This is an optimization exercise on Yosys and OpenROAD, whose aim is small area, not a production implementation. At most, simulation tests tie the RTL to the original design; equivalence was not proved. Only the layout flow was run in runs 2 and 3; the RTL was not checked for function there. Power is estimated from default activity; no workload was simulated.

File: design/flow/design.v
module decodeAndMap(drawX, drawY, drawColour, WE, resetn, clock, shapeselect, inputColour, vs_n, rotateX, rotateY, rotateZ, invert, pitch, roll, yaw, doneShape);
    input clock, resetn, vs_n, invert, rotateX, rotateY, rotateZ;
    input [1:0] shapeselect;
    input [2:0] inputColour;
    output [8:0] drawX, drawY;
    output [2:0] drawColour;
    output WE;
    output [7:0] pitch, roll, yaw;
    output doneShape;
    function [12:0] rca;
        input [11:0] a, b;
        input ci;
        integer k;
        reg c;
        begin
            c = ci;
            for (k = 0; k < 12; k = k + 1) begin
                rca[k] = a[k] ^ b[k] ^ c;
                c = (a[k] & b[k]) | (a[k] & c) | (b[k] & c);
            end
            rca[12] = c;
        end
    endfunction
    localparam S_CLEAR = 4'd0, S_PAIR = 4'd1, S_W1 = 4'd2, S_W2 = 4'd3,
               S_NEG = 4'd4, S_SWP = 4'd5, S_DRAW = 4'd6, S_ROTW = 4'd7,
               S_ROT = 4'd8, S_WAIT = 4'd9, S_WAIT2 = 4'd10, S_DONE = 4'd11;
    reg [3:0] st;
    reg [1:0] shp;
    reg lvs_n;
    wire restart = ~resetn | (shapeselect != shp);
    reg [3:0] bi, wi;
    wire bend = (bi == 4'd15);
    wire wend = (wi == 4'd11);
    reg load;
    reg [191:0] rx, ry, rz;
    reg [3:0] ea, eb;
    wire [2:0] vbit;
    wire edge_ab;
    shapeTypeLUT lut(shp, wi, bi, ea, eb, vbit, edge_ab);
    wire [12:0] bi_inc = rca({8'd0, bi}, 12'd0, 1'b1);
    wire [12:0] wi_inc = rca({8'd0, wi}, 12'd0, 1'b1);
    wire [3:0] nw = wend ? 4'd0 : wi_inc[3:0];
    wire [7:0] pc_inc = {ea[2:0], eb, ea[3] ^ ea[1] ^ ea[0] ^ eb[3]};
    wire pair_last = ({ea, eb} == 8'h80);
    reg [2:0] rs;         
    reg win;              
    reg wen;              
    reg sa, sb;           
    reg [1:0] cA, cB;     
    reg coA, coB;         
    wire odd = rs[2] | (rs[1] & rs[0]);
    wire head = (wi[0] == odd);
    wire a0 = ry[0], a2 = ry[2], a6 = ry[6], a11 = ry[11];
    wire b0 = rz[0], b2 = rz[2], b6 = rz[6], b11 = rz[11];
    wire lt2 = ~bi[3] & ~bi[2] & ~bi[1];
    wire lt6 = ~bi[3] & ~(bi[2] & bi[1]);
    wire qA1 = head ? b0 : sb;
    wire qA4 = head ? (~lt2 & b2) : (lt2 ? b2 : sb);
    wire qA64 = head ? (~lt6 & b6) : (lt6 ? b6 : sb);
    wire pA = head ? a0 : sa;
    wire qB1 = head ? a0 : sa;
    wire qB4 = head ? (~lt2 & a2) : (lt2 ? a2 : sa);
    wire qB64 = head ? (~lt6 & a6) : (lt6 ? a6 : sa);
    wire pB = head ? b0 : sb;
    wire nA = ~invert;
    wire nB = invert;
    wire i0 = head & (bi == 4'd0);
    wire i11 = head & (bi == 4'd11);
    wire [1:0] cinA = i0 ? {1'b1, nA} : cA;
    wire [1:0] cinB = i0 ? {1'b1, nB} : cB;
    wire oA1 = qA64 ^ nA, oA2 = ~(qA4 ^ nA), oA3 = qA1 ^ nA, oA4 = ~pA;
    wire oB1 = qB64 ^ nB, oB2 = ~(qB4 ^ nB), oB3 = qB1 ^ nB, oB4 = ~pB;
    wire sA1 = oA1 ^ oA2 ^ oA3, kA1 = (oA1 & oA2) | (oA1 & oA3) | (oA2 & oA3);
    wire sA2 = sA1 ^ oA4 ^ cinA[0], kA2 = (sA1 & oA4) | (sA1 & cinA[0]) | (oA4 & cinA[0]);
    wire dA = sA2 & wen;
    wire [1:0] cAn = {kA1 & (kA2 | cinA[1]) | (kA2 & cinA[1]), kA1 ^ kA2 ^ cinA[1]};
    wire sB1 = oB1 ^ oB2 ^ oB3, kB1 = (oB1 & oB2) | (oB1 & oB3) | (oB2 & oB3);
    wire sB2 = sB1 ^ oB4 ^ cinB[0], kB2 = (sB1 & oB4) | (sB1 & cinB[0]) | (oB4 & cinB[0]);
    wire dB = sB2 & wen;
    wire [1:0] cBn = {kB1 & (kB2 | cinB[1]) | (kB2 & cinB[1]), kB1 ^ kB2 ^ cinB[1]};
    wire oinA = ~i11 & coA;
    wire oinB = ~i11 & coB;
    wire nbA = a11 ^ dA ^ oinA, coAn = (a11 & dA) | (a11 & oinA) | (dA & oinA);
    wire nbB = b11 ^ dB ^ oinB, coBn = (b11 & dB) | (b11 & oinB) | (dB & oinB);
    wire wact = win & (head ? (bi[3] & (bi[2] | (bi[1] & bi[0]))) : ~(bi[3] & (bi[2] | (bi[1] & bi[0]))));
    wire [2:0] rs_n = wend ? rs + 3'd1 : rs;
    wire odd_n = rs_n[2] | (rs_n[1] & rs_n[0]);
    wire next_head = (nw[0] == odd_n);
    wire [1:0] ax_n = (rs_n == 3'd0 || rs_n == 3'd3) ? 2'd0 : ((rs_n == 3'd1 || rs_n == 3'd4) ? 2'd1 : 2'd2);
    wire en_n = (ax_n == 2'd0) ? rotateX : ((ax_n == 2'd1) ? rotateY : rotateZ);
    reg [7:0] rp, rr, ry8;
    reg cc;
    wire upd0 = (st == S_ROT) & (rs == 3'd0) & ~wi[3] & ~wi[2] & ~wi[1];
    wire updP = upd0 & ~wi[0] & ~bi[3];
    wire updR = upd0 & ~wi[0] & bi[3];
    wire updY = upd0 & wi[0] & ~bi[3];
    wire lsb = (bi[2:0] == 3'd0);
    wire cen = (updP & rotateX) | (updR & rotateY) | (updY & rotateZ);
    wire csrc = updP ? rp[0] : (updR ? rr[0] : ry8[0]);
    wire co = cen & invert;
    wire ci = cen & (lsb ? ~invert : cc);
    wire csum = csrc ^ co ^ ci;
    assign pitch = rp;
    assign roll = rr;
    assign yaw = ry8;
    reg [8:0] PX, PY, K, M, N;
    reg [9:0] H;
    reg ltx, lty, ge, bx, by, fb;
    wire tx = rx[0], ty = ry[0];
    wire [8:0] Ex = {rx[0], rx[1], rx[2], rx[3], rx[4], rx[5], rx[6], rx[7], rx[8]};
    wire [8:0] Ey = {ry[0], ry[1], ry[2], ry[3], ry[4], ry[5], ry[6], ry[7], ry[8]};
    wire wEx = Ex[8] | (Ex[7] & Ex[6] & (Ex[5] | Ex[4] | (Ex[3] & (Ex[2] | Ex[1]))));    
    wire wSx = PX[8] | (PX[7] & PX[6] & (PX[5] | PX[4] | (PX[3] & (PX[2] | PX[1]))));
    wire wEy = Ey[8] | (Ey[7] & Ey[6] & Ey[5] & Ey[4] & (Ey[3] | Ey[2] | Ey[1]));       
    wire wSy = PY[8] | (PY[7] & PY[6] & PY[5] & PY[4] & (PY[3] | PY[2] | PY[1]));
    wire dxb = tx ^ K[0] ^ bx, bxn = (~tx & K[0]) | (~(tx ^ K[0]) & bx);
    wire dyb = ty ^ M[0] ^ by, byn = (~ty & M[0]) | (~(ty ^ M[0]) & by);
    wire ltx_n = (wEx ^ wSx) ? wEx : bxn;
    wire lty_n = (wEy ^ wSy) ? wEy : byn;
    wire nkb = K[0] ^ (ltx & bx);
    wire nmb = M[0] ^ (lty & by);
    wire swp0 = (bi == 4'd5);
    wire swp8 = (bi == 4'd13);
    wire swp9 = (bi == 4'd14);
    wire mjb = ge ? K[0] : M[0];
    wire mnb = ge ? M[0] : K[0];
    wire dkb = mjb ^ mnb ^ bx, bkn = (~mjb & mnb) | (~(mjb ^ mnb) & bx);
    wire hA = ~(swp8 | swp9) & (ge ? K[1] : M[1]);
    wire hB = swp9 | ~mnb;
    wire hC = swp0 ? mjb : by;
    wire hb = hA ^ hB ^ hC, hcn = (hA & hB) | (hA & hC) | (hB & hC);
    wire minor = H[9];
    wire drawing = (st == S_DRAW);
    wire [12:0] asum = rca({2'b00, H}, {2'b00, minor ? {1'b0, K} : ~{1'b0, M}}, ~minor);
    wire xinc = ~(ltx ^ lty);
    wire [12:0] pxs = rca({3'd0, PX}, {3'd0, {9{~xinc & drawing}}}, xinc | ~drawing);
    wire [12:0] pys = rca({3'd0, PY}, 12'd0, 1'b1);
    wire [12:0] nds = rca({3'd0, N}, 12'h1ff, 1'b0);
    wire mA = (wi == ea), mB = (wi == eb);
    wire cwin = bi[3] ? ~bi[2] : (bi[2] | (bi[1] & bi[0]));
    wire hit1 = cwin & (mA | mB);
    wire hit2 = cwin & (fb ? mA : mB);
    always @(posedge clock) begin
        lvs_n <= vs_n;
        rx <= {rx[190:12], wact ? nbA : rx[11], rx[10:1], load ? vbit[2] : rx[0], rx[191]};
        ry <= {ry[190:12], wact ? nbB : ry[11], ry[10:1], load ? vbit[1] : ry[0], ry[191]};
        rz <= {rz[190:12], wact ? rx[11] : rz[11], rz[10:1], load ? vbit[0] : rz[0], rz[191]};
        if (head & bend) begin
            sa <= a0;
            sb <= b0;
        end
        H <= (st == S_SWP) ? {hb, H[9:1]} : asum[9:0];
        N <= ((st == S_SWP) & ~swp9) ? {mjb, N[8:1]} : nds[8:0];
        cA <= cAn;
        cB <= cBn;
        coA <= coAn;
        coB <= coBn;
        rp <= {(updP ? csum : rp[0]) & ~load, rp[7:1]};
        rr <= {(updR ? csum : rr[0]) & ~load, rr[7:1]};
        ry8 <= {(updY ? csum : ry8[0]) & ~load, ry8[7:1]};
        cc <= (csrc & co) | (csrc & ci) | (co & ci);
        bx <= 1'b0;
        by <= 1'b0;
        if (restart) begin
            st <= S_CLEAR;
            shp <= shapeselect;
            bi <= 4'd0;
            wi <= 4'd0;
            load <= 1'b1;
            PX <= 9'd352;
            PY <= 9'd392;
            win <= 1'b0;
        end else begin
            bi <= bi_inc[3:0];
            if (bend) wi <= nw;
            if (load & bend & wend) load <= 1'b0;
            case (st)
                S_CLEAR: begin
                    if (PX == 9'd159) begin
                        PX <= 9'd352;
                        if (PY == 9'd119) begin
                            st <= S_PAIR;
                            ea <= 4'd0;
                            eb <= 4'd1;
                        end else
                            PY <= pys[8:0];
                    end else
                        PX <= pxs[8:0];
                end
                S_PAIR: begin
                    if (edge_ab) begin
                        if (bi == 4'd2) st <= S_W1;
                    end
                    else if (pair_last)
                        st <= S_ROTW;
                    else
                        {ea, eb} <= pc_inc;
                end
                S_W1: begin
                    if (hit1) begin
                        K <= {tx, K[8:1]};
                        M <= {ty, M[8:1]};
                        fb <= mB;
                        if (bi == 4'd11) begin
                            PX <= Ex;
                            PY <= Ey;
                            st <= S_W2;
                        end
                    end
                end
                S_W2: begin
                    if (hit2) begin
                        K <= {dxb, K[8:1]};
                        M <= {dyb, M[8:1]};
                        bx <= bxn;
                        by <= byn;
                        if (bi == 4'd11) begin
                            ltx <= ltx_n;
                            lty <= lty_n;
                            if (lty_n) begin
                                PX <= Ex;
                                PY <= Ey;
                            end
                            bx <= 1'b0;
                            by <= 1'b0;
                            ge <= 1'b1;
                            st <= S_NEG;
                        end
                    end
                end
                S_NEG: begin
                    K <= {nkb, K[8:1]};
                    M <= {nmb, M[8:1]};
                    bx <= bx | K[0];
                    by <= by | M[0];
                    if (nkb ^ nmb) ge <= nkb;
                    if (bi == 4'd4) begin
                        bx <= 1'b0;
                        st <= S_SWP;
                    end
                end
                S_SWP: begin
                    if (~swp9) begin
                        K <= {dkb, K[8:1]};
                        M <= {mnb, M[8:1]};
                    end
                    bx <= bkn;
                    by <= hcn;
                    if (swp9) st <= S_DRAW;
                end
                S_DRAW: begin
                    if (&N) begin
                        if (pair_last)
                            st <= S_ROTW;
                        else begin
                            st <= S_PAIR;
                            {ea, eb} <= pc_inc;
                        end
                    end else begin
                        if (ge | minor) PX <= pxs[8:0];
                        if (~ge | minor) PY <= pys[8:0];
                    end
                end
                S_ROTW: begin
                    if (bend & wend) begin
                        st <= S_ROT;
                        rs <= 3'd0;
                        win <= 1'b1;
                        wen <= rotateX;
                    end
                end
                S_ROT: begin
                    if (bend) begin
                        rs <= rs_n;
                        if (next_head) begin
                            win <= (rs_n <= 3'd5);
                            wen <= en_n;
                        end else if (!head)
                            win <= 1'b0;
                        if (rs_n == 3'd6 && nw == 4'd1)
                            st <= S_WAIT;
                    end
                end
                S_WAIT: begin
                    if (lvs_n & ~vs_n) st <= S_WAIT2;
                end
                S_WAIT2: begin
                    if (bi[2:0] == 3'd7) st <= S_DONE;
                end
                default: begin  
                    st <= S_CLEAR;
                    PX <= 9'd352;
                    PY <= 9'd392;
                end
            endcase
        end
    end
    wire [12:0] sx = rca({3'd0, PX}, 12'd160, 1'b0);
    wire [12:0] sy = rca({3'd0, PY}, 12'd120, 1'b0);
    assign drawX = sx[8:0];
    assign drawY = sy[8:0];
    assign WE = (st == S_CLEAR) | (drawing & (PX != 9'd352) & (PY != 9'd392));
    assign drawColour = drawing ? inputColour : 3'd0;
    assign doneShape = (st == S_DONE);
endmodule
module shapeTypeLUT (
    input wire [1:0] shapeselect,
    input wire [3:0] vi,       
    input wire [3:0] bi,       
    input wire [3:0] ea,       
    input wire [3:0] eb,
    output reg [2:0] vbit,     
    output reg edge_ab         
);
    always @(*) begin
        case ({shapeselect, vi, bi})
            10'd1: vbit = 3'd1;
            10'd5: vbit = 3'd1;
            10'd7: vbit = 3'd1;
            10'd8: vbit = 3'd1;
            10'd33: vbit = 3'd1;
            10'd34: vbit = 3'd1;
            10'd35: vbit = 3'd3;
            10'd36: vbit = 3'd3;
            10'd38: vbit = 3'd3;
            10'd39: vbit = 3'd2;
            10'd41: vbit = 3'd7;
            10'd42: vbit = 3'd7;
            10'd43: vbit = 3'd7;
            10'd44: vbit = 3'd7;
            10'd45: vbit = 3'd7;
            10'd46: vbit = 3'd7;
            10'd47: vbit = 3'd7;
            10'd65: vbit = 3'd1;
            10'd66: vbit = 3'd1;
            10'd67: vbit = 3'd3;
            10'd68: vbit = 3'd3;
            10'd70: vbit = 3'd3;
            10'd71: vbit = 3'd2;
            10'd73: vbit = 3'd7;
            10'd74: vbit = 3'd3;
            10'd75: vbit = 3'd3;
            10'd76: vbit = 3'd3;
            10'd77: vbit = 3'd3;
            10'd78: vbit = 3'd3;
            10'd79: vbit = 3'd3;
            10'd96: vbit = 3'd2;
            10'd97: vbit = 3'd3;
            10'd98: vbit = 3'd3;
            10'd99: vbit = 3'd3;
            10'd100: vbit = 3'd1;
            10'd102: vbit = 3'd3;
            10'd105: vbit = 3'd3;
            10'd106: vbit = 3'd1;
            10'd107: vbit = 3'd1;
            10'd108: vbit = 3'd1;
            10'd109: vbit = 3'd1;
            10'd110: vbit = 3'd1;
            10'd111: vbit = 3'd1;
            10'd265: vbit = 3'd1;
            10'd281: vbit = 3'd1;
            10'd282: vbit = 3'd1;
            10'd283: vbit = 3'd1;
            10'd284: vbit = 3'd1;
            10'd285: vbit = 3'd1;
            10'd286: vbit = 3'd1;
            10'd287: vbit = 3'd1;
            10'd297: vbit = 3'd2;
            10'd313: vbit = 3'd2;
            10'd314: vbit = 3'd2;
            10'd315: vbit = 3'd2;
            10'd316: vbit = 3'd2;
            10'd317: vbit = 3'd2;
            10'd318: vbit = 3'd2;
            10'd319: vbit = 3'd2;
            10'd329: vbit = 3'd4;
            10'd345: vbit = 3'd4;
            10'd346: vbit = 3'd4;
            10'd347: vbit = 3'd4;
            10'd348: vbit = 3'd4;
            10'd349: vbit = 3'd4;
            10'd350: vbit = 3'd4;
            10'd351: vbit = 3'd4;
            10'd521: vbit = 3'd7;
            10'd522: vbit = 3'd7;
            10'd523: vbit = 3'd7;
            10'd524: vbit = 3'd7;
            10'd525: vbit = 3'd7;
            10'd526: vbit = 3'd7;
            10'd527: vbit = 3'd7;
            10'd553: vbit = 3'd7;
            10'd554: vbit = 3'd6;
            10'd555: vbit = 3'd6;
            10'd556: vbit = 3'd6;
            10'd557: vbit = 3'd6;
            10'd558: vbit = 3'd6;
            10'd559: vbit = 3'd6;
            10'd585: vbit = 3'd7;
            10'd586: vbit = 3'd5;
            10'd587: vbit = 3'd5;
            10'd588: vbit = 3'd5;
            10'd589: vbit = 3'd5;
            10'd590: vbit = 3'd5;
            10'd591: vbit = 3'd5;
            10'd617: vbit = 3'd7;
            10'd618: vbit = 3'd3;
            10'd619: vbit = 3'd3;
            10'd620: vbit = 3'd3;
            10'd621: vbit = 3'd3;
            10'd622: vbit = 3'd3;
            10'd623: vbit = 3'd3;
            10'd569: vbit = 3'd7;
            10'd570: vbit = 3'd1;
            10'd571: vbit = 3'd1;
            10'd572: vbit = 3'd1;
            10'd573: vbit = 3'd1;
            10'd574: vbit = 3'd1;
            10'd575: vbit = 3'd1;
            10'd601: vbit = 3'd7;
            10'd602: vbit = 3'd2;
            10'd603: vbit = 3'd2;
            10'd604: vbit = 3'd2;
            10'd605: vbit = 3'd2;
            10'd606: vbit = 3'd2;
            10'd607: vbit = 3'd2;
            10'd537: vbit = 3'd7;
            10'd633: vbit = 3'd7;
            10'd634: vbit = 3'd4;
            10'd635: vbit = 3'd4;
            10'd636: vbit = 3'd4;
            10'd637: vbit = 3'd4;
            10'd638: vbit = 3'd4;
            10'd639: vbit = 3'd4;
            10'd777: vbit = 3'd4;
            10'd800: vbit = 3'd4;
            10'd801: vbit = 3'd2;
            10'd802: vbit = 3'd4;
            10'd803: vbit = 3'd2;
            10'd805: vbit = 3'd4;
            10'd806: vbit = 3'd6;
            10'd807: vbit = 3'd6;
            10'd808: vbit = 3'd2;
            10'd832: vbit = 3'd4;
            10'd833: vbit = 3'd2;
            10'd834: vbit = 3'd7;
            10'd835: vbit = 3'd2;
            10'd836: vbit = 3'd1;
            10'd837: vbit = 3'd5;
            10'd838: vbit = 3'd4;
            10'd839: vbit = 3'd7;
            10'd840: vbit = 3'd1;
            10'd864: vbit = 3'd5;
            10'd865: vbit = 3'd2;
            10'd866: vbit = 3'd7;
            10'd867: vbit = 3'd3;
            10'd869: vbit = 3'd4;
            10'd870: vbit = 3'd4;
            10'd871: vbit = 3'd6;
            10'd872: vbit = 3'd1;
            10'd873: vbit = 3'd2;
            10'd874: vbit = 3'd2;
            10'd875: vbit = 3'd2;
            10'd876: vbit = 3'd2;
            10'd877: vbit = 3'd2;
            10'd878: vbit = 3'd2;
            10'd879: vbit = 3'd2;
            10'd896: vbit = 3'd5;
            10'd897: vbit = 3'd3;
            10'd898: vbit = 3'd6;
            10'd899: vbit = 3'd2;
            10'd900: vbit = 3'd1;
            10'd901: vbit = 3'd5;
            10'd902: vbit = 3'd5;
            10'd903: vbit = 3'd7;
            10'd905: vbit = 3'd3;
            10'd906: vbit = 3'd3;
            10'd907: vbit = 3'd3;
            10'd908: vbit = 3'd3;
            10'd909: vbit = 3'd3;
            10'd910: vbit = 3'd3;
            10'd911: vbit = 3'd3;
            10'd928: vbit = 3'd4;
            10'd929: vbit = 3'd2;
            10'd930: vbit = 3'd7;
            10'd931: vbit = 3'd3;
            10'd933: vbit = 3'd4;
            10'd934: vbit = 3'd5;
            10'd935: vbit = 3'd6;
            10'd937: vbit = 3'd1;
            10'd938: vbit = 3'd1;
            10'd939: vbit = 3'd1;
            10'd940: vbit = 3'd1;
            10'd941: vbit = 3'd1;
            10'd942: vbit = 3'd1;
            10'd943: vbit = 3'd1;
            10'd793: vbit = 3'd4;
            10'd794: vbit = 3'd4;
            10'd795: vbit = 3'd4;
            10'd796: vbit = 3'd4;
            10'd797: vbit = 3'd4;
            10'd798: vbit = 3'd4;
            10'd799: vbit = 3'd4;
            10'd816: vbit = 3'd4;
            10'd817: vbit = 3'd6;
            10'd818: vbit = 3'd2;
            10'd819: vbit = 3'd4;
            10'd820: vbit = 3'd6;
            10'd821: vbit = 3'd2;
            10'd824: vbit = 3'd4;
            10'd825: vbit = 3'd6;
            10'd826: vbit = 3'd6;
            10'd827: vbit = 3'd6;
            10'd828: vbit = 3'd6;
            10'd829: vbit = 3'd6;
            10'd830: vbit = 3'd6;
            10'd831: vbit = 3'd6;
            10'd848: vbit = 3'd6;
            10'd849: vbit = 3'd6;
            10'd850: vbit = 3'd1;
            10'd851: vbit = 3'd5;
            10'd852: vbit = 3'd6;
            10'd853: vbit = 3'd2;
            10'd854: vbit = 3'd3;
            10'd856: vbit = 3'd6;
            10'd857: vbit = 3'd7;
            10'd858: vbit = 3'd7;
            10'd859: vbit = 3'd7;
            10'd860: vbit = 3'd7;
            10'd861: vbit = 3'd7;
            10'd862: vbit = 3'd7;
            10'd863: vbit = 3'd7;
            10'd880: vbit = 3'd5;
            10'd881: vbit = 3'd7;
            10'd883: vbit = 3'd4;
            10'd884: vbit = 3'd7;
            10'd885: vbit = 3'd3;
            10'd886: vbit = 3'd3;
            10'd887: vbit = 3'd1;
            10'd888: vbit = 3'd6;
            10'd889: vbit = 3'd5;
            10'd890: vbit = 3'd5;
            10'd891: vbit = 3'd5;
            10'd892: vbit = 3'd5;
            10'd893: vbit = 3'd5;
            10'd894: vbit = 3'd5;
            10'd895: vbit = 3'd5;
            10'd912: vbit = 3'd5;
            10'd913: vbit = 3'd6;
            10'd914: vbit = 3'd1;
            10'd915: vbit = 3'd5;
            10'd916: vbit = 3'd6;
            10'd917: vbit = 3'd2;
            10'd918: vbit = 3'd2;
            10'd920: vbit = 3'd7;
            10'd921: vbit = 3'd4;
            10'd922: vbit = 3'd4;
            10'd923: vbit = 3'd4;
            10'd924: vbit = 3'd4;
            10'd925: vbit = 3'd4;
            10'd926: vbit = 3'd4;
            10'd927: vbit = 3'd4;
            10'd944: vbit = 3'd6;
            10'd945: vbit = 3'd6;
            10'd946: vbit = 3'd1;
            10'd947: vbit = 3'd4;
            10'd948: vbit = 3'd7;
            10'd949: vbit = 3'd3;
            10'd950: vbit = 3'd2;
            10'd951: vbit = 3'd1;
            10'd952: vbit = 3'd7;
            10'd953: vbit = 3'd6;
            10'd954: vbit = 3'd6;
            10'd955: vbit = 3'd6;
            10'd956: vbit = 3'd6;
            10'd957: vbit = 3'd6;
            10'd958: vbit = 3'd6;
            10'd959: vbit = 3'd6;
            default: vbit = 3'd0;
        endcase
    end
    wire [2:0] pa = ea[3:1], pb = eb[3:1];
    wire par = ea[0] ^ eb[0];
    wire [2:0] d = pb - pa;
    wire plt = pa < pb;
    wire sgi = (pa != 3'd0) & ((d == 3'd2) | (d == 3'd3));
    always @(*) begin
        case (shapeselect)
            2'd0: edge_ab = plt & ~pb[2] & ~ea[0] & ~eb[0];
            2'd1: edge_ab = plt & (pb < 3'd3);
            2'd2: edge_ab = plt & ~eb[3] & (par == (pa != 3'd0));
            default: edge_ab = plt & (pb < 3'd6) & (par == sgi);
        endcase
    end
endmodule
File: design/flow/run.sh
#!/bin/bash
# synth_recipe.tcl (not shown) runs the flow's synth.tcl, then flattens the netlist and writes it again
# the make line also repeats each setting of config.mk as NAME=value (left out here)
make -C /OpenROAD-flow-scripts/flow DESIGN_CONFIG=/design/flow/config.mk WORK_HOME=/design/flow/orfs CLKGATE_MAP_FILE= SYNTH_SCRIPT=/design/flow/synth_recipe.tcl finish
File: design/flow/config.mk
export PLATFORM = sky130hd
export DESIGN_NAME = decodeAndMap
export DESIGN_NICKNAME = decodeAndMap
export VERILOG_FILES = /design/flow/design.v
export SDC_FILE = /design/flow/constraint.sdc
export NUM_CORES = 8
export LEC_CHECK = 0
export CAP_MARGIN = 30
export CELL_PAD_IN_SITES_DETAIL_PLACEMENT = 0
export CELL_PAD_IN_SITES_GLOBAL_PLACEMENT = 0
export CORE_MARGIN = 2
export CORE_UTILIZATION = 75
export CTS_BUF_LIST = sky130_fd_sc_hd__clkbuf_16
export CTS_CLUSTER_DIAMETER = 100
export CTS_CLUSTER_SIZE = 30
export SLEW_MARGIN = 20
File: design/flow/constraint.sdc
create_clock -name core_clock -period 12.0 [get_ports {clock}]
set_input_delay 2.4000 -clock core_clock [delete_from_list [all_inputs] [get_ports {clock}]]
set_output_delay 2.4000 -clock core_clock [all_outputs]
set_load 0.01 [all_outputs]
==> results of run 1 <==
through the flow:
step	utilization [%]	setup slack, ps	area, sq um	hold slack [ps]
detailed placement	78.77	6099	20410	312.1
CTS	81.63	6093	21150	330.9
global route	81.63	6063	21150	338.2
floorplan	-	7054	19690	309.6
global placement	78.71	6106	20400	310.2
finish	81.63	6104	21150	326.7
kinds of logic after synthesis:
kind of cell / count (synthesis) / synth area share, %
flops: 699 / 73.00
simple gates: 287 / 7.327
compound gates: 232 / 7.842
buf+inv: 151 / 3.260
fa+ha+maj: 70 / 5.503
xor+xnor: 45 / 2.040
mux: 20 / 1.023
cell usage after synthesis (9+ instances only):
library cell	number	share of area (%)
mux2i_1	19	0.97
ha_1	41	2.6
clkbuf_1	34	0.65
inv_1	82	1.6
a31oi_1	14	0.44
a221oi_1	12	0.53
and2_1	9	0.29
edfxtp_1	38	5.8
nor3_1	20	0.51
nor2_1	81	1.5
a21oi_1	68	1.7
buf_4	9	0.34
nor2b_1	16	0.51
nand3_1	12	0.31
buf_2	14	0.36
nand4_1	12	0.38
xnor2_1	36	1.6
o21ai_0	46	1.2
fa_1	28	2.8
dfxtp_1	661	67
a211oi_1	18	0.69
nand2b_1	19	0.60
nand2_1	75	1.4
a22oi_1	9	0.34
routing by layer:
metal	wire, um	up-vias	part of all wire (%)	track usage (%)
met2	19760	596	48	49.99
met3	3154	168	7.7	6.053
li1	-	5046	-	-
met5	13	-	0.032	0
met4	1860	2	4.6	11.80
met1	16010	5293	39	39.11
final timing paths:
| kind | start | slack (ps) | endpoint |
|---|---|---|---|
| worst max register to register | st[0]$_SDFFE_PP0P_ | 7100 | PX[8]$_SDFFE_PP1P_ |
| worst max-delay path | inputColour[0] | 6100 | drawColour[0] |
| worst min register to register | rz[163]$_DFF_P_ | 330 | rz[164]$_DFF_P_ |
| worst min-delay path | rz[163]$_DFF_P_ | 330 | rz[164]$_DFF_P_ |
cell usage in the layout, fill, tap and decap left out, drive strengths merged, types with 12 or more instances in the layout:
cell and instances:
nor2b 16, inv 91, nand2 75, nor3 21
nand2b 19, xnor2 37, dfxtp 661, a221oi 12
clkdlybuf4s50 58, a31oi 14, nor2 81, nand3 12
a211oi 19, clkbuf 27, edfxtp 38, fa 28
ha 41, o21ai 50, mux2i 19, nand4 13
a21oi 68
registers in the layout, summed over array words and instances, names as in the netlist, 2 cells and up:
signal and cells:
M 9, K 9, rx 192, ea 4, eb 4, ry 192, cB 2, ry8 8
PX 9, bi 4, st 4, cA 2, N 9, shp 2, rz 192, H 10
rp 8, rs 3, wi 4, PY 9, rr 8
worst max-delay path: cells and delay by family:
kind                   cells  cell delay, ps
and+or+nand+nor            1             110
buffers and inverters      2             980
where the power goes:
part | total, uW | internal (uW) | switching [uW]
Clock | 1100 | 418 | 678
Combinational | 186 | 82.0 | 104
Sequential | 2430 | 2390 | 42.7
Total | 3720 | 2890 | 825
layout make-up:
class | instances | area [sq um]
Fill cell | 1219 | 4761
Multi-Input combinational cell | 654 | 4679
Inverter | 83 | 311.5
Sequential cell | 699 | 14370
Timing Repair Buffer | 64 | 625.6
Clock buffer | 27 | 675.6
Clock inverter | 9 | 65.06
Tap cell | 335 | 419.2
==> metrics.md, run 1 <==
| Metric | Value |
|---|---|
| Max-slew violation count | 0 |
| Number of standard cells in the final layout excluding fillers | 1871 |
| Clock slew at reported path FFs | 100 ps |
| Area of the die | 27560 sq um |
| Drt via density | 5.935 |
| Min cycle time layout | 5896 ps |
| WHS Path Cells | 0 |
| Leakage | 0.008369 uW |
| Number of port buffers | 58 |
| Final Cycle Share | 49.13% |
| Die width | 166.0 um |
| Clock root buffer | clkbuf_16 |
| Cell Rows | 59 |
| Net count reported at finish | 1610 |
| CTS tree | done |
| Cell at the slowest stage of the critical path | clkdlybuf4s50_1 |
| Slew at the pin with the worst max-slew slack | 989.5 ps |
| Mapped Avg Cell Area | 13.09 sq um |
| Htree depth | 1 |
| Power per cell area | 175.7 nW/um^2 |
| Clock insertion delay at the later pin of the skew report | 600 ps |
| Total core area | 25910 sq um |
| Maximum number of pins on one net before global-route repair | 41 |
| Number of warnings issued by yosys | 2 |
| Max Clock Skew | 18.44 ps |
| Post-cts gate resize count | 0 |
| Total CTS buffers | 27 |
| Part of the Yosys area used for sequential elements | 73.00% |
| Post-DRT Antenna Nets | 0 |
| Number of placed cells counting well taps | 1835 |
| Vias in the first global route | 11310 |
| Clock Sinks | 699 |
| Kind of start point of the critical path | primary input |
| Overflow left after global routing | 0 |
| Wire length of the first global-routing pass | 65120 um |
| Total wire length after detailed routing | 40800 um |
| Synthesized area | 19690 sq um |
| Main synth FF type | dfxtp_1 |
| Detailed placer's ending HPWL | 23360 um |
| N_diodes | 0 |
| Worst r2r path cells | 15 |
| Routed WL per cell | 21.81 um |
| Number of antenna violations at the first check in global routing | 1 |
| Setup repair after global routing missed its margin | no |
| Number of placed I/O pins | 59 |
| First-pass iteration count of the detailed router | 9 |
| Arrival time reported for the critical path endpoint | 3500 ps |
| Total power of the final layout | 3716 uW |
| Slew margin rel. | 34.03% |
| Endpoints failing setup | 0 |
| Setup tns final | 0 ps |
| Initial cell density of the core | 75.99% |
| Crit path top cell by count | clkdlybuf4s50_1 |
| Fraction of synthesis flops using an asynchronous set or reset pin | 0% |
| Peak supply drop | 199.2 uV |
| Residual DRC | 0 |
| Highest cell delay on the worst timing path | 530 ps |
| Type of the setup path with the least slack | primary input to primary output |
| All-layer global routing usage | 30.01% |
| Mapped Cells | 1504 |
| Layout-stage area growth over the synthesis result | 7.423% |
| Hold buffer count at CTS | 0 |
| Die Y | 166.0 um |
| Post-CTS repair timing setup buffer count | 0 |
| EDFF count, synth | 38 |
| Library cells used by synthesis | 82 |
| Via count of the routed design | 11110 |
| Largest fanout of any net on the critical path | 1 |
| Clock tree buffer depth | 3 |
| Worst min-delay path category | register to register |
| Number of design-rule violations left by the first detailed-router iteration | 1329 |
| Achievable frequency | 0.1696 GHz |
| Layout cells sized above 1 | 3.646% |
| Required time of the critical path | 9600 ps |
| Crit path cell chain | clkdlybuf4s50_1 -> and2_1 -> clkdlybuf4s50_1 |
| Synth Register Bits | 699 |
| Gpl congestion | 0.9021 |
| Status | complete, no violations |
| Synth Net Count | 1585 |
| Type of element capturing the critical path | primary output |
| Count of max-cap constraint violations | 0 |
| Fin. Hold Viols | 0 |
==> run 2, diff against run 1 <==
--- a/design/flow/design.v
+++ b/design/flow/design.v
@@ -34,5 +34,7 @@
     reg load;
     reg [191:0] rx, ry, rz;
-    reg [3:0] ea, eb;
+    reg [7:0] pq;
+    wire [3:0] ea = {pq[5], pq[6], pq[0], pq[4]};
+    wire [3:0] eb = {pq[3], pq[7], pq[2], pq[1]};
     wire [2:0] vbit;
     wire edge_ab;
@@ -41,6 +43,6 @@
     wire [12:0] wi_inc = rca({8'd0, wi}, 12'd0, 1'b1);
     wire [3:0] nw = wend ? 4'd0 : wi_inc[3:0];
-    wire [7:0] pc_inc = {ea[2:0], eb, ea[3] ^ ea[1] ^ ea[0] ^ eb[3]};
-    wire pair_last = ({ea, eb} == 8'h80);
+    wire [7:0] pc_inc = {pq[6:0], pq[7] ^ pq[5] ^ pq[4] ^ pq[1]};
+    wire pair_last = (pq == 8'h80);
     reg [2:0] rs;         
     reg win;              
@@ -181,6 +183,5 @@
                         if (PY == 9'd119) begin
                             st <= S_PAIR;
-                            ea <= 4'd0;
-                            eb <= 4'd1;
+                            pq <= 8'h01;
                         end else
                             PY <= pys[8:0];
@@ -195,5 +196,5 @@
                         st <= S_ROTW;
                     else
-                        {ea, eb} <= pc_inc;
+                        pq <= pc_inc;
                 end
                 S_W1: begin
@@ -255,5 +256,5 @@
                         else begin
                             st <= S_PAIR;
-                            {ea, eb} <= pc_inc;
+                            pq <= pc_inc;
                         end
                     end else begin
--- a/design/flow/config.mk
+++ b/design/flow/config.mk
@@ -7,8 +7,6 @@
 export LEC_CHECK = 0
 export CAP_MARGIN = 30
-export CELL_PAD_IN_SITES_DETAIL_PLACEMENT = 0
-export CELL_PAD_IN_SITES_GLOBAL_PLACEMENT = 0
 export CORE_MARGIN = 2
-export CORE_UTILIZATION = 75
+export CORE_UTILIZATION = 70
 export CTS_BUF_LIST = sky130_fd_sc_hd__clkbuf_16
 export CTS_CLUSTER_DIAMETER = 100
==> run 2 against run 1 <==
  * Clock power hardly changed
  * Utilization fell by 5.1 points
  * Critical path depth did not move
  * Critical path type unchanged
  * Highest routed layer is now met4
==> metrics.md, run 2 <==
| Metric | Value |
|---|---|
| Residual DRC | 0 (unchanged) |
| Drt via density | 5.454 (was 5.935) |
| Largest fanout of any net on the critical path | 1 (unchanged) |
| Synth top cells by count | dfxtp_1, nor2_1, inv_1, a21oi_1, nand2_1 (was dfxtp_1, inv_1, nor2_1, nand2_1, a21oi_1) |
| Dominant cells by area after synthesis | dfxtp_1, edfxtp_1, fa_1 (unchanged) |
| Number of standard cells in the final layout excluding fillers | 1916 (was 1871) |
| Count of max-cap constraint violations | 0 (unchanged) |
| Die width | 172.1 um (was 166.0 um) |
| Setup repair after global routing missed its margin | no (unchanged) |
| First-pass iteration count of the detailed router | 5 (was 9) |
| Setup tns final | 0 ps (unchanged) |
| Commonest cells after routing, fill and taps aside | dfxtp_1, nor2_1, inv_1 (was dfxtp_1, inv_1, nor2_1) |
| Max-slew violation count | 0 (unchanged) |
| Net count reported at finish | 1614 (was 1610) |
| Via count of the routed design | 10450 (was 11110) |
| Die Y | 172.1 um (was 166.0 um) |
| Post-CTS repair timing setup buffer count | 0 (unchanged) |
| Post-cts gate resize count | 0 (unchanged) |
| Clock tree buffer depth | 3 (unchanged) |
| Maximum number of pins on one net before global-route repair | 39 (was 41) |
| CTS tree | done (unchanged) |
| Synth Register Bits | 699 (unchanged) |
| Layout-stage area growth over the synthesis result | 7.418% (was 7.423%) |
| Type of the setup path with the least slack | primary input to primary output (unchanged) |
| Proportion of synthesized area in mux cells | 1.284% (was 1.023%) |
| Dominant combinational cell family by area after synthesis | compound AO/OA/AOI/OAI gates (unchanged) |
| Biggest regs | rx: 192 flops, ry: 192 flops, rz: 192 flops (unchanged) |
| Most common library cell in the layout ignoring fill and taps | dfxtp_1 (unchanged) |
| Hold WS | 318.6 ps (was 326.7 ps) |
| Detailed placer's ending HPWL | 22010 um (was 23360 um) |
| Wire length of the first global-routing pass | 56990 um (was 65120 um) |
| Hold buffer count at CTS | 0 (unchanged) |
| Max Clock Skew | 16.71 ps (was 18.44 ps) |
| Finished Core Util | 76.50% (was 81.63%) |
| Total power of the final layout | 3694 uW (was 3716 uW) |
| Arrival time reported for the critical path endpoint | 3530 ps (was 3500 ps) |
| Layout cells sized above 1 | 4.031% (was 3.646%) |
| Fin. Hold Viols | 0 (unchanged) |
| Number of warnings issued by yosys | 2 (unchanged) |
| Worst min-delay path category | register to register (unchanged) |
| Worst reg2reg setup slack | 7010 ps (was 7100 ps) |
| All-layer global routing usage | 24.74% (was 30.01%) |
| Number of placed cells counting well taps | 1882 (was 1835) |
| Slew at the pin with the worst max-slew slack | 807.7 ps (was 989.5 ps) |
| Number of design-rule violations left by the first detailed-router iteration | 1073 (was 1329) |
| Highest cell delay on the worst timing path | 530 ps (about the same) |
| Clock Sinks | 699 (unchanged) |
| Number of antenna violations at the first check in global routing | 0 (was 1) |
| Number of port buffers | 58 (unchanged) |
| Adder-Cell Fraction of Synth Area | 5.477% (was 5.503%) |
| Cell Rows | 61 (was 59) |
| N_diodes | 0 (unchanged) |
| Slew margin rel. | 45.74% (was 34.03%) |
| Fraction of synthesized cell area in xor and xnor cells | 2.036% (was 2.040%) |
| Crit path cell chain | clkdlybuf4s50_1 -> and3_1 -> clkdlybuf4s50_1 (was clkdlybuf4s50_1 -> and2_1 -> clkdlybuf4s50_1) |
| Final Cycle Share | 49.38% (was 49.13%) |
| Clock slew at reported path FFs | 110 ps (was 100 ps) |
| Total core area | 27780 sq um (was 25910 sq um) |
| Count of filler cells inserted in the layout | 1681 (was 1219) |
| Overflow left after global routing | 0 (unchanged) |
| Fraction of synthesis flops using an asynchronous set or reset pin | 0% (unchanged) |
| Htree depth | 1 (unchanged) |
| Power per cell area | 173.8 nW/um^2 (was 175.7 nW/um^2) |
| Kind of start point of the critical path | primary input (unchanged) |
| Area of the die | 29630 sq um (was 27560 sq um) |
| Crit path top cell by count | clkdlybuf4s50_1 (unchanged) |
| Share of the synthesized area in the top cell type | 66.88% (was 67.21%) |
| Post-DRT Antenna Nets | 0 (unchanged) |
| Synth Net Count | 1594 (was 1585) |
| EDFF count, synth | 38 (unchanged) |
| Library cells used by synthesis | 80 (was 82) |
| Largest area contributor in the synthesized netlist | dfxtp_1 (unchanged) |
| Main synth FF type | dfxtp_1 (unchanged) |
| Synthesized area | 19790 sq um (was 19690 sq um) |
| Peak supply drop | 163.1 uV (was 199.2 uV) |
| Endpoints failing setup | 0 (unchanged) |
| Required time of the critical path | 9600 ps (about the same) |
| Simple-Gate Fraction of Synth Area | 7.418% (was 7.327%) |
| Gpl congestion | 0.8755 (was 0.9021) |
| Cell at the slowest stage of the critical path | clkdlybuf4s50_1 (unchanged) |
| Clock root buffer | clkbuf_16 (unchanged) |
| Number of placed I/O pins | 59 (unchanged) |
| Leakage | 0.008480 uW (was 0.008369 uW) |
| Routed WL per cell | 18.81 um (was 21.81 um) |
| Achievable frequency | 0.1688 GHz (was 0.1696 GHz) |
| Part of the Yosys area used for sequential elements | 72.65% (was 73.00%) |
| Status | complete, no violations (unchanged) |
| Clock insertion delay at the later pin of the skew report | 580 ps (was 600 ps) |
| Share of the synthesized area in compound gates (AO/OA/AOI/OAI) | 7.747% (was 7.842%) |
| Vias in the first global route | 10340 (was 11310) |
| Min cycle time layout | 5926 ps (was 5896 ps) |
| Total wire length after detailed routing | 36040 um (was 40800 um) |
| Type of element capturing the critical path | primary output (unchanged) |
| Initial cell density of the core | 71.22% (was 75.99%) |
| Most common cell in the synthesized netlist | dfxtp_1 (unchanged) |
| Total CTS buffers | 27 (unchanged) |
| Mapped Cells | 1513 (was 1504) |
| Mapped Avg Cell Area | 13.08 sq um (was 13.09 sq um) |
-- run 2: cell count changes in the layout (fill, tap and decap cells not counted), moves of 5 or more --
cell      delta
xor2_1      +16
xnor2_1     -14
nor2_1      +10
o21ai_0     -10
a21oi_1      +7
a221oi_1     -7
nand4_1      -7
and3_1       +5
-- run 2: kinds of logic (layout without fill, tap and decap cells) --
logic type | after synthesis | in the layout
xor gates and xnor gates | 46 | 46
and+or+nand+nor | 289 | 289
adders and majority gates | 70 | 70
AOI/OAI and AO/OA | 229 | 229
DFF | 699 | 699
muxes | 25 | 25
buffers and inverters | 155 | 180
-- run 2: area by class of cell --
class	count	area, sq um	share of cell area (%)
multi-input combinational	659	4746	22.33
clock inverter	7	47.55	0.2237
clock buffer	27	675.6	3.179
sequential	699	14370	67.63
tap	378	473.0	2.225
timing repair buffer	65	633.1	2.979
inverter	81	304.0	1.431
-- run 2: power by group --
group / internal, uW / switching (uW) / total (uW)
clock: 414 / 667 / 1080
combinational: 72.2 / 81.5 / 154
sequential: 2410 / 43.8 / 2460
-- run 2: per-stage QoR --
stage | instance area, sq um | setup WS (ps)
finish | 21250 | 6074
global route | 21250 | 6025
CTS | 21250 | 6059
detailed placement | 20530 | 6064
global placement | 20530 | 6084
floorplan | 19790 | 7027
-- run 2: worst paths after layout --
check                           from                 end  cells after the start
setup / recovery      inputColour[1]       drawColour[1]                      3
hold / removal       rz[174]$_DFF_P_     rz[175]$_DFF_P_                      0
setup reg to reg  st[3]$_SDFFE_PP0P_  PX[8]$_SDFFE_PP1P_                     15
hold reg to reg      rz[174]$_DFF_P_     rz[175]$_DFF_P_                      0
-- run 2: per-layer routing --
layer	track usage, %	share of wire (%)	routed length (um)
met1	34.74	45	16070
met2	41.85	48	17460
met3	3.296	5.3	1917
met4	4.786	1.6	592
met5	0	0	0
-- run 2: worst max-delay path: cells and delay by family --
family	cells	cell delay, ps
buffers and inverters	2	990
AND/OR/NAND/NOR	1	140
==> run 3, diff against run 2 <==
--- a/design/flow/config.mk
+++ b/design/flow/config.mk
@@ -8,5 +8,5 @@
 export CAP_MARGIN = 30
 export CORE_MARGIN = 2
-export CORE_UTILIZATION = 70
+export CORE_UTILIZATION = 75
 export CTS_BUF_LIST = sky130_fd_sc_hd__clkbuf_16
 export CTS_CLUSTER_DIAMETER = 100
==> run 3 against run 2 <==
  * Still clean
  * Utilization grew 5.1 points
  * Cell count is 2.2% lower
  * Sequential power hardly changed
  * Routed wire length up 7.9%
  * Sequential share of layout area up 0.12 points
  * Global-route usage is 3.6 points higher
  * Critical endpoint unchanged
  * Largest cell class unchanged
==> metrics.md, run 3 <==
| Metric | Value |
|---|---|
| Status | complete, no violations (unchanged) |
| Min cycle time layout | 5914 ps (was 5926 ps) |
| N_diodes | 0 (unchanged) |
| Number of design-rule violations left by the first detailed-router iteration | 1145 (was 1073) |
| Part of the Yosys area used for sequential elements | 72.65% (unchanged) |
| Layout-stage area growth over the synthesis result | 7.222% (was 7.418%) |
| Mapped Cells | 1513 (unchanged) |
| Post-CTS repair timing setup buffer count | 0 (unchanged) |
| Kind of start point of the critical path | primary input (unchanged) |
| Largest fanout of any net on the critical path | 1 (unchanged) |
| Net count reported at finish | 1613 (was 1614) |
| Synth Net Count | 1594 (unchanged) |
| Drt via density | 5.821 (was 5.454) |
| Clock tree buffer depth | 3 (unchanged) |
| Crit path top cell by count | clkdlybuf4s50_1 (unchanged) |
| Setup repair after global routing missed its margin | no (unchanged) |
| Hold buffer count at CTS | 0 (unchanged) |
| Post-layout instance area | 21210 sq um (was 21250 sq um) |
| Slew at the pin with the worst max-slew slack | 801.1 ps (was 807.7 ps) |
| Worst min-delay path category | register to register (unchanged) |
| Leakage | 0.008491 uW (was 0.008480 uW) |
| First-pass iteration count of the detailed router | 6 (was 5) |
| Clock Sinks | 699 (unchanged) |
| Share of the synthesized area in the top cell type | 66.88% (unchanged) |
| Synth Register Bits | 699 (unchanged) |
| Library cells used by synthesis | 80 (unchanged) |
| Post-DRT Antenna Nets | 0 (unchanged) |
| Cell at the slowest stage of the critical path | clkdlybuf4s50_1 (unchanged) |
| Final Cycle Share | 49.29% (was 49.38%) |
| Highest cell delay on the worst timing path | 530 ps (about the same) |
| Via count of the routed design | 10900 (was 10450) |
| Synthesized area | 19790 sq um (unchanged) |
| Area occupied by registers | 14370 sq um (unchanged) |
| Total power of the final layout | 3703 uW (was 3694 uW) |
| EDFF count, synth | 38 (unchanged) |
| Number of port buffers | 58 (unchanged) |
| Biggest regs | rx: 192 flops, ry: 192 flops, rz: 192 flops (unchanged) |
| Number of placed I/O pins | 59 (unchanged) |
| Count of max-cap constraint violations | 0 (unchanged) |
| Setup tns final | 0 ps (unchanged) |
| Type of the setup path with the least slack | primary input to primary output (unchanged) |
| Area of the die | 27700 sq um (was 29630 sq um) |
| Multi-input logic area | 4752 sq um (was 4746 sq um) |
| Total CTS buffers | 27 (unchanged) |
| Clock root buffer | clkbuf_16 (unchanged) |
| Initial cell density of the core | 76.14% (was 71.22%) |
| Required time of the critical path | 9600 ps (about the same) |
| Worst Path Buf+Inv | 2 (unchanged) |
| Residual DRC | 0 (unchanged) |
| Cell area after placement | 20470 sq um (was 20530 sq um) |
| Most common cell in the synthesized netlist | dfxtp_1 (unchanged) |
| Cell Rows | 59 (was 61) |
| Most common library cell in the layout ignoring fill and taps | dfxtp_1 (unchanged) |
| Overflow left after global routing | 0 (unchanged) |
| Clock slew at reported path FFs | 110 ps (about the same) |
| Power per cell area | 174.5 nW/um^2 (was 173.8 nW/um^2) |
| Maximum number of pins on one net before global-route repair | 39 (unchanged) |
| Achievable frequency | 0.1691 GHz (was 0.1688 GHz) |
| Synth top cells by count | dfxtp_1, nor2_1, inv_1, a21oi_1, nand2_1 (unchanged) |
| Largest area contributor in the synthesized netlist | dfxtp_1 (unchanged) |
| Dominant cells by area after synthesis | dfxtp_1, edfxtp_1, fa_1 (unchanged) |
| Total core area | 25980 sq um (was 27780 sq um) |
| Main synth FF type | dfxtp_1 (unchanged) |
| Arrival time reported for the critical path endpoint | 3510 ps (was 3530 ps) |
| Slew margin rel. | 46.21% (was 45.74%) |
| Post-cts gate resize count | 0 (unchanged) |
| Gpl congestion | 0.9126 (was 0.8755) |
| Fraction of synthesis flops using an asynchronous set or reset pin | 0% (unchanged) |
| Count of filler cells inserted in the layout | 1313 (was 1681) |
| Max-slew violation count | 0 (unchanged) |
| Die Y | 166.4 um (was 172.1 um) |
| Endpoints failing setup | 0 (unchanged) |
| Max Clock Skew | 21.82 ps (was 16.71 ps) |
| Wire length of the first global-routing pass | 61920 um (was 56990 um) |
| Die width | 166.4 um (was 172.1 um) |
| Htree depth | 1 (unchanged) |
| Number of warnings issued by yosys | 2 (unchanged) |
| Number of antenna violations at the first check in global routing | 0 (unchanged) |
| Type of element capturing the critical path | primary output (unchanged) |
| Crit path cell chain | clkdlybuf4s50_1 -> and3_1 -> clkdlybuf4s50_1 (unchanged) |
| CTS tree | done (unchanged) |
| All-layer global routing usage | 28.29% (was 24.74%) |
| Routed WL per cell | 20.77 um (was 18.81 um) |
| Peak supply drop | 253.7 uV (was 163.1 uV) |
| Total wire length after detailed routing | 38910 um (was 36040 um) |
| Commonest cells after routing, fill and taps aside | dfxtp_1, nor2_1, inv_1 (unchanged) |
| Detailed placer's ending HPWL | 23610 um (was 22010 um) |
| Clock insertion delay at the later pin of the skew report | 590 ps (was 580 ps) |
| Top delay family on crit path | buffers and inverters (unchanged) |
| Mapped Avg Cell Area | 13.08 sq um (unchanged) |
| Fin. Hold Viols | 0 (unchanged) |
| Vias in the first global route | 11130 (was 10340) |
| Layout cells sized above 1 | 3.901% (was 4.031%) |
[run 3: metrics by stage]
step	setup WS (ps)	cells	hold WS [ps]	utilization (%)
6_report	6086	1873	315.7	81.64
5_1_grt	6051	1873	319.9	81.64
4_1_cts	6078	1873	318.0	81.64
3_5_place_dp	6081	1838	312.1	78.79
3_3_place_gp	6085	1838	311.2	78.77
2_1_floorplan	7027	1513	309.6	-
[run 3: final timing paths]
kind / startpoint / endpoint / slack, ps / cells after the start
worst max-delay path: inputColour[1] / drawColour[1] / 6090 / 3
worst min-delay path: rz[166]$_DFF_P_ / rz[167]$_DFF_P_ / 320 / 0
worst max register to register: st[3]$_SDFFE_PP0P_ / PX[8]$_SDFFE_PP1P_ / 6780 / 15
worst min register to register: rz[166]$_DFF_P_ / rz[167]$_DFF_P_ / 320 / 0
[run 3: cell type report]
cell class / instances / area share [%]
clock inverters: 8 / 0.3008
multi-input cells: 659 / 22.40
repair buffers: 64 / 2.949
inverters: 81 / 1.433
flip-flops and latches: 699 / 67.76
well taps: 335 / 1.976
clock buffers: 27 / 3.185
[run 3: cells by family after synthesis]
group	count (synthesis)	share of synthesized area, %
XOR/XNOR	46	2.036
AO/OA/AOI/OAI	229	7.747
buffers and inverters	155	3.390
multiplexers	25	1.284
AND/OR/NAND/NOR	289	7.418
flip-flops	699	72.65
adder cells (fa/ha/maj)	70	5.477
[run 3: layer usage]
metal / part of all wire, % / up-vias / global-route usage [%]
met3: 7.2 / 133 / 4.468
met2: 48 / 557 / 47.16
li1: - / 5055 / -
met5: 0 / - / 0
met4: 3.5 / 0 / 10.12
met1: 41 / 5157 / 38.14
[run 3: where the power goes]
| part | internal, uW | switching, uW |
|---|---|---|
| logic | 72.9 | 83.8 |
| clock network | 417 | 668 |
| registers | 2410 | 46.1 |
==> run 4, diff against run 3 <==
--- a/design/flow/design.v
+++ b/design/flow/design.v
@@ -34,7 +34,5 @@
     reg load;
     reg [191:0] rx, ry, rz;
-    reg [7:0] pq;
-    wire [3:0] ea = {pq[5], pq[6], pq[0], pq[4]};
-    wire [3:0] eb = {pq[3], pq[7], pq[2], pq[1]};
+    reg [3:0] ea, eb;
     wire [2:0] vbit;
     wire edge_ab;
@@ -43,12 +41,11 @@
     wire [12:0] wi_inc = rca({8'd0, wi}, 12'd0, 1'b1);
     wire [3:0] nw = wend ? 4'd0 : wi_inc[3:0];
-    wire [7:0] pc_inc = {pq[6:0], pq[7] ^ pq[5] ^ pq[4] ^ pq[1]};
-    wire pair_last = (pq == 8'h80);
+    wire [7:0] pc_inc = {ea[2:0], eb, ea[3] ^ ea[1] ^ ea[0] ^ eb[3]};
+    wire pair_last = ({ea, eb} == 8'h80);
     reg [2:0] rs;         
     reg win;              
     reg wen;              
-    reg sa, sb;           
-    reg [1:0] cA, cB;     
-    reg coA, coB;         
+    wire sa, sb, coA, coB;
+    wire [1:0] cA, cB;
     wire odd = rs[2] | (rs[1] & rs[0]);
     wire head = (wi[0] == odd);
@@ -92,5 +89,5 @@
     wire en_n = (ax_n == 2'd0) ? rotateX : ((ax_n == 2'd1) ? rotateY : rotateZ);
     reg [7:0] rp, rr, ry8;
-    reg cc;
+    wire cc;
     wire upd0 = (st == S_ROT) & (rs == 3'd0) & ~wi[3] & ~wi[2] & ~wi[1];
     wire updP = upd0 & ~wi[0] & ~bi[3];
@@ -103,4 +100,5 @@
     wire ci = cen & (lsb ? ~invert : cc);
     wire csum = csrc ^ co ^ ci;
+    wire ccn = (csrc & co) | (csrc & ci) | (co & ci);
     assign pitch = rp;
     assign roll = rr;
@@ -108,4 +106,7 @@
     reg [8:0] PX, PY, K, M, N;
     reg [9:0] H;
+    assign {cc, coB, coA, cB, cA} = H[6:0];
+    assign {sb, sa} = N[1:0];
+    wire rot = (st == S_ROT);
     reg ltx, lty, ge, bx, by, fb;
     wire tx = rx[0], ty = ry[0];
@@ -148,18 +149,12 @@
         ry <= {ry[190:12], wact ? nbB : ry[11], ry[10:1], load ? vbit[1] : ry[0], ry[191]};
         rz <= {rz[190:12], wact ? rx[11] : rz[11], rz[10:1], load ? vbit[0] : rz[0], rz[191]};
-        if (head & bend) begin
-            sa <= a0;
-            sb <= b0;
-        end
-        H <= (st == S_SWP) ? {hb, H[9:1]} : asum[9:0];
-        N <= ((st == S_SWP) & ~swp9) ? {mjb, N[8:1]} : nds[8:0];
-        cA <= cAn;
-        cB <= cBn;
-        coA <= coAn;
-        coB <= coBn;
+        H[9:7] <= (st == S_SWP) ? {hb, H[9:8]} : asum[9:7];
+        H[6:0] <= rot ? {ccn, coBn, coAn, cBn, cAn} : ((st == S_SWP) ? H[7:1] : asum[6:0]);
+        N[8:2] <= ((st == S_SWP) & ~swp9) ? {mjb, N[8:3]} : nds[8:2];
+        N[1:0] <= rot ? ((head & bend) ? {b0, a0} : {sb, sa}) :
+                  (((st == S_SWP) & ~swp9) ? N[2:1] : nds[1:0]);
         rp <= {(updP ? csum : rp[0]) & ~load, rp[7:1]};
         rr <= {(updR ? csum : rr[0]) & ~load, rr[7:1]};
         ry8 <= {(updY ? csum : ry8[0]) & ~load, ry8[7:1]};
-        cc <= (csrc & co) | (csrc & ci) | (co & ci);
         bx <= 1'b0;
         by <= 1'b0;
@@ -183,5 +178,6 @@
                         if (PY == 9'd119) begin
                             st <= S_PAIR;
-                            pq <= 8'h01;
+                            ea <= 4'd0;
+                            eb <= 4'd1;
                         end else
                             PY <= pys[8:0];
@@ -196,5 +192,5 @@
                         st <= S_ROTW;
                     else
-                        pq <= pc_inc;
+                        {ea, eb} <= pc_inc;
                 end
                 S_W1: begin
@@ -256,5 +252,5 @@
                         else begin
                             st <= S_PAIR;
-                            pq <= pc_inc;
+                            {ea, eb} <= pc_inc;
                         end
                     end else begin
--- a/design/flow/config.mk
+++ b/design/flow/config.mk
@@ -8,5 +8,5 @@
 export CAP_MARGIN = 30
 export CORE_MARGIN = 2
-export CORE_UTILIZATION = 75
+export CORE_UTILIZATION = 70
 export CTS_BUF_LIST = sky130_fd_sc_hd__clkbuf_16
 export CTS_CLUSTER_DIAMETER = 100
==> run 4 against run 3 <==
  * Flip-flop and latch count fell by 9
  * Non-clock buffer count rose by 5
  * Via count fell by 1.6%
  * Critical endpoint unchanged
  * Largest cell class unchanged
  * Highest routed layer unchanged
==> metrics.md, run 4 <==
| Metric | Value |
|---|---|
| Share of the synthesized area in compound gates (AO/OA/AOI/OAI) | 8.060% (was 7.747%) |
| Gpl congestion | 0.9138 (was 0.9126) |
| Number of antenna violations at the first check in global routing | 1 (was 0) |
| Mapped Cells | 1511 (was 1513) |
| Endpoint of the most critical register-to-register path | PX[8]$_SDFFE_PP1P_ (unchanged) |
| Type of element capturing the critical path | primary output (unchanged) |
| Clock tree buffer depth | 3 (unchanged) |
| Fraction of synthesized cell area in xor and xnor cells | 2.192% (was 2.036%) |
| Sw Ratio | 22.42% (was 21.54%) |
| Synthesized area | 19580 sq um (was 19790 sq um) |
| Maximum number of pins on one net before global-route repair | 38 (was 39) |
| Biggest regs | rx: 192 flops, ry: 192 flops, rz: 192 flops (unchanged) |
| Min cycle time layout | 5889 ps (was 5914 ps) |
| Worst R2R Start | st[0]$_SDFFE_PP0P_ (was st[3]$_SDFFE_PP0P_) |
| Largest fanout of any net on the critical path | 1 (unchanged) |
| Number of placed I/O pins | 59 (unchanged) |
| Number of port buffers | 58 (unchanged) |
| Worst setup path startpoint | inputColour[1] (unchanged) |
| Cell Rows | 61 (was 59) |
| Drt via density | 5.566 (was 5.821) |
| Cell area after placement | 20390 sq um (was 20470 sq um) |
| Status | complete, no violations (unchanged) |
| Clock slew at reported path FFs | 110 ps (about the same) |
| Clock insertion delay at the later pin of the skew report | 590 ps (about the same) |
| Final Cycle Share | 49.08% (was 49.29%) |
| Initial cell density of the core | 70.85% (was 76.14%) |
| Count of filler cells inserted in the layout | 1662 (was 1313) |
| Via count of the routed design | 10730 (was 10900) |
| Peak supply drop | 157.8 uV (was 253.7 uV) |
| Net count reported at finish | 1622 (was 1613) |
| Fraction of power consumed by the clock network | 29.1% (was 29.3%) |
| Net switching power of the design | 828.4 uW (was 797.7 uW) |
| Die Y | 171.2 um (was 166.4 um) |
| Post-DRT Antenna Nets | 0 (unchanged) |
| Setup repair after global routing missed its margin | no (unchanged) |
| Area occupied by registers | 14190 sq um (was 14370 sq um) |
| Hold buffer count at CTS | 0 (unchanged) |
| Max-slew violation count | 0 (unchanged) |
| Slew margin rel. | 37.36% (was 46.21%) |
| Grt met3 use | 2.692% (was 4.468%) |
| Worst reg2reg setup slack | 6930 ps (was 6780 ps) |
| Placement-stage worst setup slack | 6107 ps (was 6081 ps) |
| Fin. Hold Viols | 0 (unchanged) |
| Post-layout instance area | 21160 sq um (was 21210 sq um) |
| Cell at the slowest stage of the critical path | clkdlybuf4s50_1 (unchanged) |
| Worst r2r path cells | 14 (was 15) |
| Fraction of synthesis flops using an asynchronous set or reset pin | 0% (unchanged) |
| Power per cell area | 174.7 nW/um^2 (was 174.5 nW/um^2) |
| Detailed placer's ending HPWL | 22830 um (was 23610 um) |
| Overflow left after global routing | 0 (unchanged) |
| Grt met2 use | 42.83% (was 47.16%) |
| Number of design-rule violations left by the first detailed-router iteration | 953 (was 1145) |
| Most common cell in the synthesized netlist | dfxtp_1 (unchanged) |
| Dominant cells by area after synthesis | dfxtp_1, edfxtp_1, fa_1 (unchanged) |
| Total core area | 27630 sq um (was 25980 sq um) |
| Post-cts gate resize count | 0 (unchanged) |
| Share of the synthesized area in the top cell type | 66.68% (was 66.88%) |
| Achievable frequency | 0.1698 GHz (was 0.1691 GHz) |
| Worst min-delay path category | register to register (unchanged) |
| Arrival time reported for the critical path endpoint | 3490 ps (was 3510 ps) |
| EDFF count, synth | 38 (unchanged) |
| Share of total power in sequential cells | 64.4% (was 66.5%) |
| Post-CTS repair timing setup buffer count | 0 (unchanged) |
| Required time of the critical path | 9600 ps (about the same) |
| Met1 capacity usage during global routing | 36.08% (was 38.14%) |
| Area of the die | 29320 sq um (was 27700 sq um) |
| Setup tns final | 0 ps (unchanged) |
| Slew at the pin with the worst max-slew slack | 937.3 ps (was 801.1 ps) |
| Max Clock Skew | 18.39 ps (was 21.82 ps) |
| First-pass iteration count of the detailed router | 5 (was 6) |
| CTS tree | done (unchanged) |
| Simple-Gate Fraction of Synth Area | 7.804% (was 7.418%) |
| Top delay family on crit path | buffers and inverters (unchanged) |
| Htree depth | 1 (unchanged) |
| Crit path cell chain | clkdlybuf4s50_1 -> and2_1 -> clkdlybuf4s50_1 (was clkdlybuf4s50_1 -> and3_1 -> clkdlybuf4s50_1) |
| Worst Path Buf+Inv | 2 (unchanged) |
| Total power of the final layout | 3695 uW (was 3703 uW) |
| Crit path top cell by count | clkdlybuf4s50_1 (unchanged) |
| Residual DRC | 0 (unchanged) |
| Internal portion of total power | 2867 uW (was 2905 uW) |
| Capture point of the critical path | drawColour[1] (unchanged) |
| Layout cells sized above 1 | 3.938% (was 3.901%) |
| Main synth FF type | dfxtp_1 (unchanged) |
| Total wire length after detailed routing | 37130 um (was 38910 um) |
| Clock Sinks | 690 (was 699) |
| Layout-stage area growth over the synthesis result | 8.072% (was 7.222%) |
| Most Crowded Layer GR | met2 (unchanged) |
| Clock root buffer | clkbuf_16 (unchanged) |
| Vias in the first global route | 10420 (was 11130) |
| Wire length of the first global-routing pass | 57910 um (was 61920 um) |
| Mapped Avg Cell Area | 12.96 sq um (was 13.08 sq um) |
| Proportion of synthesized area in mux cells | 1.099% (was 1.284%) |
| Kind of start point of the critical path | primary input (unchanged) |
| Commonest cells after routing, fill and taps aside | dfxtp_1, nand2_1, nor2_1 (was dfxtp_1, nor2_1, inv_1) |
| Routed WL per cell | 19.27 um (was 20.77 um) |
| Number of warnings issued by yosys | 2 (unchanged) |
| Count of max-cap constraint violations | 0 (unchanged) |
| Hold path startpoint | ry[176]$_DFF_P_ (was rz[166]$_DFF_P_) |
| Leakage | 0.008314 uW (was 0.008491 uW) |
| Hold WS | 324.1 ps (was 315.7 ps) |
| Cell depth of the worst setup path | 3 (unchanged) |
| Library cells used by synthesis | 81 (was 80) |
| Synth Register Bits | 690 (was 699) |
| Synth Net Count | 1592 (was 1594) |
| Most common library cell in the layout ignoring fill and taps | dfxtp_1 (unchanged) |
| Dominant combinational cell family by area after synthesis | compound AO/OA/AOI/OAI gates (unchanged) |
| Worst setup slack after layout | 6111 ps (was 6086 ps) |
| Largest area contributor in the synthesized netlist | dfxtp_1 (unchanged) |
| Part of the Yosys area used for sequential elements | 72.50% (was 72.65%) |
| Endpoints failing setup | 0 (unchanged) |
| N_diodes | 0 (unchanged) |
| Logic pwr share | 6.6% (was 4.2%) |
| Die width | 171.2 um (was 166.4 um) |
| Highest cell delay on the worst timing path | 530 ps (about the same) |
| Multi-input logic area | 4838 sq um (was 4752 sq um) |
| Type of the setup path with the least slack | primary input to primary output (unchanged) |
| Synth top cells by count | dfxtp_1, nand2_1, nor2_1, a21oi_1, inv_1 (was dfxtp_1, nor2_1, inv_1, a21oi_1, nand2_1) |
| All-layer global routing usage | 25.69% (was 28.29%) |
| Adder-Cell Fraction of Synth Area | 5.535% (was 5.477%) |
| Total CTS buffers | 27 (unchanged) |
-- run 4: cell count changes in the layout (fill, tap and decap cells not counted), moves of 6 or more --
| cell | change |
|---|---|
| xnor2_1 | +16 |
| inv_1 | -15 |
| nand2_1 | +15 |
| o21ai_0 | +14 |
| xor2_1 | -13 |
| dfxtp_1 | -9 |
| nor2b_1 | +8 |
| and3_1 | -7 |
| nor3_1 | +6 |
-- run 4: worst min-delay path by stage --
stage,endpoint,slack [ps],cells after the start
floorplan,rx[0]$_DFF_P_,310,0
global placement,rx[0]$_DFF_P_,310,0
detailed placement,rx[189]$_DFF_P_,310,0
CTS,rz[35]$_DFF_P_,330,0
global route,ry[177]$_DFF_P_,330,0
finish,ry[177]$_DFF_P_,320,0
-- run 4: area by class of cell --
class | instances | area share (%)
flip-flops and latches | 690 | 67.09
clock buffers | 27 | 3.194
clock inverters | 10 | 0.3194
repair buffers | 69 | 3.123
inverters | 66 | 1.171
multi-input cells | 687 | 22.87
well taps | 378 | 2.236
-- run 4: cell families (layout without fill, tap and decap cells) --
kind of cell / count (synthesis) / count (layout)
and+or+nand+nor: 310 / 310
xor gates and xnor gates: 49 / 49
muxes: 21 / 21
DFF: 690 / 690
buffers and inverters: 134 / 172
adders and majority gates: 70 / 70
AOI/OAI and AO/OA: 237 / 237
-- run 4: metal layers --
layer	vias to the layer above	part of all wire, %	wire [um]
li1	5103	-	-
met1	5189	44	16260
met2	365	48	17680
met3	69	5.7	2126
met4	0	2.9	1062
met5	-	0	0
-- run 4: metrics by stage --
stage | util [%] | cells
after global placement | 73.81 | 1887
after global routing | 76.57 | 1927
after detailed placement | 73.81 | 1887
after CTS | 76.50 | 1924
final | 76.57 | 1927
after floorplan | - | 1511
-- run 4: power by group through the flow --
stage	Clock, uW	Combinational, uW	Sequential [uW]
2_1_floorplan	0	172	2410
3_3_place_gp	0	206	2430
3_5_place_dp	0	228	2430
4_1_cts	1100	242	2380
5_1_grt	1160	274	2380
6_report	1070	242	2380

-- static timing again, ports no longer ideal --
The flow's constraints put no driver on any port. The routed layouts listed below were extracted and timed again, unchanged, in two steps.
Step 1, drivers: a clkbuf_16 drives clock and a buf_2 each remaining input, both assumed.
Step 2, shift: input delay + t, output delay - t, t = (earliest + latest rising clock arrival at the registers) / 2. This alone moves slack from input paths to output paths.
a / b / c = no drivers / after step 1 / after step 2; a / b = the first two.
| run | t (ns) | setup slack, ns | worst data-port slew with drivers (ns) |
|---|---|---|---|
| run 1 | 0.641 | 6.104 / 6.074 / 6.074 | 0.05 |
| run 2 | 0.621 | 6.074 / 6.044 / 6.044 | 0.04 |
| run 3 | 0.642 | 6.086 / 6.054 / 6.054 | 0.04 |
| run 4 | 0.629 | 6.111 / 6.086 / 6.086 | 0.05 |
After both steps setup and hold are still met in every run listed. For run 3, which loses most, drivers alone change the setup slack by -0.032 ns; drivers and shift together by -0.032 ns.
